This is an optimization exercise on Yosys and OpenROAD, whose aim is small area, a short achievable clock period and few clock cycles per item, not a production implementation. Only simulation tests tie the RTL to the original design; equivalence was not proved.

## dot_product
module dot_product #(
  parameter ADDR_WIDTH = 5,
  parameter WIDTH = 32
) (
  input clk,
  input rst,
  input [ADDR_WIDTH:0] len,
  input [WIDTH-1:0] a_data,
  input a_valid,
  output reg a_ready,
  input [WIDTH-1:0] b_data,
  input b_valid,
  output reg b_ready,
  output [WIDTH-1:0] c_data,
  output reg c_valid,
  input c_ready
);
Settings: LEC_CHECK=0, CAP_MARGIN=20, CORE_MARGIN=2, CORE_UTILIZATION=40, PLACE_DENSITY=0.6, SLEW_MARGIN=20; clock period 10.0 ns.
standard.sh (not shown) runs the stock make flow with config.mk's settings and CLKGATE_MAP_FILE= SYNTH_SCRIPT=/design/flow/synth_recipe.tcl, a recipe that flattens the netlist after the stock synthesis.
==> flow/flow/run.sh <==
#!/bin/bash
# Own layout flow: the standard layout (standard synthesis, floorplan,
# placement, CTS, routing) run through standard.sh, with extra make settings
# read from flow/make_args.txt (one VAR=value per line). They set how hard
# timing repair works (a setup slack margin, so that repair keeps shortening
# the critical paths after the 10 ns clock is met) and which buffer cell
# buffers the ports. The design's clock and I/O constraints are unchanged.
# make's full output goes to flow_make.log here; each ORFS step also keeps
# its own log under orfs/logs/.
set -euo pipefail
cd "$(dirname "$0")/.."
args=()
while IFS= read -r line || [[ -n "$line" ]]; do
  [[ -z "$line" || "$line" == \#* ]] && continue
  args+=("$line")
done < flow/make_args.txt
bash standard.sh "${args[@]}" finish > flow_make.log 2>&1
==> flow/flow/make_args.txt <==
SETUP_SLACK_MARGIN=6.6
BUFFER_PORTS_ARGS=-buffer_cell sky130_fd_sc_hd__buf_2
Testbench counts at the start, summed over its fixed seeds: cycles 10,109, items 512.
Then changed:
--- a/flow/design.v
+++ b/flow/design.v
@@ -32,45 +32,48 @@
   input b_valid,
   output reg b_ready,
   output [WIDTH-1:0] c_data,
   output reg c_valid,
   input c_ready
 );
 reg [WIDTH-1:0] a_r;
 reg a_full, b_full;
 reg [ADDR_WIDTH:0] len_r;
 reg [ADDR_WIDTH:0] n;
 reg m_v, m_first, m_last;
 reg [WIDTH-1:0] acc;
+reg rst_d;
 wire a_en = !a_full || b_full;
 wire b_en = !b_full || a_full;
 wire a_fire = a_valid && a_en;
 wire b_fire = b_valid && b_en;
 wire pair = a_full && b_full;
 wire last = n == len_r - 1'b1;
 wire a_full_nx = a_fire || (a_full && !pair);
 wire b_full_nx = b_fire || (b_full && !pair);
 assign c_data = acc;
-always @(posedge clk) if (a_en) a_r <= a_data;
+always @(posedge clk) if (a_en || rst) a_r <= (a_valid && !rst) ? a_data : {WIDTH{1'b0}};
 reg [15:0] b_one, b_two, b_neg;
 wire [32:0] bx = {b_data, 1'b0};
 wire [15:0] e_one, e_two, e_neg;
 genvar gi;
 generate for (gi = 0; gi < 16; gi = gi + 1) begin : benc
   assign e_one[gi] = bx[2*gi+1] ^ bx[2*gi];
   assign e_two[gi] = (bx[2*gi+2] & ~bx[2*gi+1] & ~bx[2*gi]) | (~bx[2*gi+2] & bx[2*gi+1] & bx[2*gi]);
   assign e_neg[gi] = bx[2*gi+2];
 end endgenerate
-always @(posedge clk) if (b_en) begin
-  b_one <= e_one; b_two <= e_two; b_neg <= e_neg;
+always @(posedge clk) if (b_en || rst) begin
+  b_one <= (b_valid && !rst) ? e_one : 16'd0;
+  b_two <= (b_valid && !rst) ? e_two : 16'd0;
+  b_neg <= e_neg;
 end
 wire pp0_0 = (b_one[0] & a_r[0]) ^ b_neg[0];
 wire pp0_1 = ((b_one[0] & a_r[1]) | (b_two[0] & a_r[0])) ^ b_neg[0];
 wire pp0_2 = ((b_one[0] & a_r[2]) | (b_two[0] & a_r[1])) ^ b_neg[0];
 wire pp0_3 = ((b_one[0] & a_r[3]) | (b_two[0] & a_r[2])) ^ b_neg[0];
 wire pp0_4 = ((b_one[0] & a_r[4]) | (b_two[0] & a_r[3])) ^ b_neg[0];
 wire pp0_5 = ((b_one[0] & a_r[5]) | (b_two[0] & a_r[4])) ^ b_neg[0];
 wire pp0_6 = ((b_one[0] & a_r[6]) | (b_two[0] & a_r[5])) ^ b_neg[0];
 wire pp0_7 = ((b_one[0] & a_r[7]) | (b_two[0] & a_r[6])) ^ b_neg[0];
 wire pp0_8 = ((b_one[0] & a_r[8]) | (b_two[0] & a_r[7])) ^ b_neg[0];
 wire pp0_9 = ((b_one[0] & a_r[9]) | (b_two[0] & a_r[8])) ^ b_neg[0];
 wire pp0_10 = ((b_one[0] & a_r[10]) | (b_two[0] & a_r[9])) ^ b_neg[0];
@@ -1545,16 +1548,17 @@
   end else begin
     a_full <= a_full_nx;
     b_full <= b_full_nx;
     a_ready <= !a_full_nx || b_full_nx;
     b_ready <= !b_full_nx || a_full_nx;
     if (pair) n <= last ? 0 : n + 1'b1;
     m_v <= pair;
     m_first <= pair && n == 0;
     m_last <= pair && last;
     if (c_valid && c_ready) c_valid <= 1'b0;
     else if (m_v && m_last) c_valid <= 1'b1;
   end
-  if (rst || (c_valid && c_ready)) acc <= 0;
-  else if (m_v) acc <= acc_nx;
+  rst_d <= rst;
+  if (rst || rst_d || (c_valid && c_ready)) acc <= 0;
+  else acc <= acc_nx;
 end
 endmodule
Cell count barely changes.
Critical path depth fell by 1.
Core utilization fell by 0.60 points.
Count of clock-buffer cells in the layout rose by 2.
Testbench counts after the change, summed over its fixed seeds: cycles 10,109, items 512.

[what the ideal ports hide]
The results above use ideal ports. As a check the final layouts listed here were re-extracted and re-timed, cells and wires unchanged. Step 1: set_driving_cell puts a clkbuf_16 on clk and a buf_2 on each other input, an assumption about the parent block. Step 2, shift: input delay + t, output delay - t, t = (earliest + latest rising clock arrival at the registers) / 2. This alone moves slack from input paths to output paths. a / b / c = ideal / step 1 / step 2; a / b = the first two.
run | t, ns | setup slack, ns | hold slack, ns | worst register clock-pin slew, ns
the first run | 0.622 | 6.642 / 6.642 / 6.261 | 0.478 / 0.478 / 0.478 | 0.07 / 0.07
the second run | 0.623 | 6.705 / 6.685 / 6.577 | 0.524 / 0.524 / 0.524 | 0.06 / 0.06
After both steps setup and hold are still met in every run listed. For the first run, which loses most, drivers alone change the setup slack by 0.000 ns; drivers and shift together by -0.381 ns.
